Context: an optimization exercise on an open-source flow, tuned for small area, a short achievable clock period and few clock cycles. The choices shown serve that exercise and are no tape-out recipe.
In this exercise RTL edits were held to simulation tests only and were not proved equivalent to the original.
Power figures rest on the tool's default switching activity, not on a simulated workload.

==> flow/design.v (excerpt) <==
module Processor_Top
(
    clk, rst_n,
    imem_addr, imem_rdata,
    dmem_addr, dmem_wdata, dmem_we, dmem_rdata
);
input clk;
input rst_n;
output [31:0] imem_addr;
input [31:0] imem_rdata;
output [31:0] dmem_addr;
output [31:0] dmem_wdata;
output dmem_we;
input [31:0] dmem_rdata;
reg  [9:0] pc;           
reg        id_valid;
reg [31:0] id_ir;
reg  [9:0] id_pc1;       
reg        ex_valid;
reg [31:0] ex_a;         
reg [31:0] ex_bx;        
reg [15:0] ex_imm;
reg  [4:0] ex_dest;
reg        ex_writes, ex_lw, ex_sw, ex_cond, ex_useimm;
reg        ex_sub, ex_and, ex_or, ex_nor, ex_slt;
reg        ex_fa, ex_fb;
reg  [9:0] ex_target;
reg [31:0] mem_res;
reg [31:0] mem_sd;
reg        mem_sw, mem_lw, mem_writes;
reg  [4:0] mem_dest;
reg [31:0] w_data;
reg        w_we;
reg  [4:0] w_dest;
wire [31:0] ins = imem_rdata;
wire f_uncond = (ins[31:26] == 6'h04) & (ins[25:21] == ins[20:16]);
wire [9:0] pc1 = pc + 10'd1;
wire [9:0] f_target = pc1 + ins[9:0];
wire [5:0] d_op = id_ir[31:26];
wire [4:0] d_rs = id_ir[25:21];
wire [4:0] d_rt = id_ir[20:16];
wire [4:0] d_rdf = id_ir[15:11];
wire [5:0] d_fn = id_ir[5:0];
wire d_is_r  = (d_op == 6'h00);
wire d_is_lw = (d_op == 6'h23);
wire d_is_sw = (d_op == 6'h2B);
wire d_cond = (d_op == 6'h04) & (d_rs != d_rt);
wire d_writes = d_is_r | d_is_lw;
  ...
Size in the first run: about 4200 cells after synthesis, ~1300 flip-flops, ~160 I/O pins.
Settings: LEC_CHECK=0, CAP_MARGIN=20, CORE_MARGIN=2, CORE_UTILIZATION=40, CTS_CLUSTER_DIAMETER=70, CTS_CLUSTER_SIZE=24, SLEW_MARGIN=20; clock period 11.0 ns.
standard.sh (not shown) runs the stock make flow with config.mk's settings and CLKGATE_MAP_FILE= SYNTH_SCRIPT=/design/flow/synth_recipe.tcl, a recipe that flattens the netlist after the stock synthesis.
==> flow/flow/run.sh <==
#!/bin/bash
# Standard layout (standard synthesis unchanged), with three changes to how
# the layout is made:
#  - repair_timing aims for 7.6 ns of extra setup margin, so the layout is
#    optimised for a shorter achieved period than the fixed clock;
#  - the port buffers are buf_2 cells instead of the default delay buffers;
#  - sizing may swap cells of different footprints.
set -euo pipefail
bash standard.sh SETUP_SLACK_MARGIN=7.6 \
  "BUFFER_PORTS_ARGS=-buffer_cell sky130_fd_sc_hd__buf_2" \
  MATCH_CELL_FOOTPRINT=0 finish > standard_make.log 2>&1
Testbench counts at the start, summed over its fixed seeds: cycles 30,108.
==> next run, changes <==
--- a/flow/flow/run.sh
+++ b/flow/flow/run.sh
@@ -4 +4 @@
-#  - repair_timing aims for 7.6 ns of extra setup margin, so the layout is
+#  - repair_timing aims for 7.4 ns of extra setup margin, so the layout is
@@ -9 +9 @@
-bash standard.sh SETUP_SLACK_MARGIN=7.6 \
+bash standard.sh SETUP_SLACK_MARGIN=7.4 \
The changed run produced a clean layout.
Clock power went down by about 1%.
Utilization fell by 0.93 points.
Power falls by 3.2%.
Die area is unchanged.
==> next run, changes <==
--- a/flow/flow/run.sh
+++ b/flow/flow/run.sh
@@ -4 +4 @@
-#  - repair_timing aims for 7.4 ns of extra setup margin, so the layout is
+#  - repair_timing aims for 7.6 ns of extra setup margin, so the layout is
@@ -9 +9 @@
-bash standard.sh SETUP_SLACK_MARGIN=7.4 \
+bash standard.sh SETUP_SLACK_MARGIN=7.6 \
--- a/flow/config.mk
+++ b/flow/config.mk
@@ -11,2 +10,0 @@
-export CTS_CLUSTER_DIAMETER = 70
-export CTS_CLUSTER_SIZE = 24
The changed run finished with timing, DRC and antenna clean. Wire length came out higher by 1.1%. Hold slack stays flat. Worst setup slack gets better by 0.14 ns. Cell area came out higher by 5.5%. Critical path depth does not change. Clock skew came out lower by 0.014 ns. First-iteration DRC count came out lower by 3.2%.

[re-timing with driven ports]
How much do the figures lean on ideal ports? The routed layouts below were timed once more, with nothing changed but the port constraints.
Step 1 assumes that a clkbuf_16 drives the clock port and a buf_2 every other input.
Step 2 times the ports against the registers' clock, not the clock port: input delays grow and output delays shrink by t, the midpoint of the rising clock arrivals with the driver on.
a / b / c = ideal ports / drivers / drivers and shift; a / b = the first two.
run	t (ns)	slack for setup (ns)	clock arrival spread, ns	worst register clock-pin slew, ns	worst slew at a driven data input, ns
the first run	0.807	7.450 / 7.431 / 6.710	0.054 / 0.054	0.11 / 0.11	0.05
the second run	0.787	7.256 / 7.256 / 6.671	0.053 / 0.053	0.11 / 0.11	0.05
the third run	0.861	7.397 / 7.368 / 6.739	0.036 / 0.035	0.07 / 0.07	0.05
After both steps setup and hold are still met in every run listed. For the first run, which loses most, drivers alone change the setup slack by -0.019 ns; drivers and shift together by -0.740 ns.
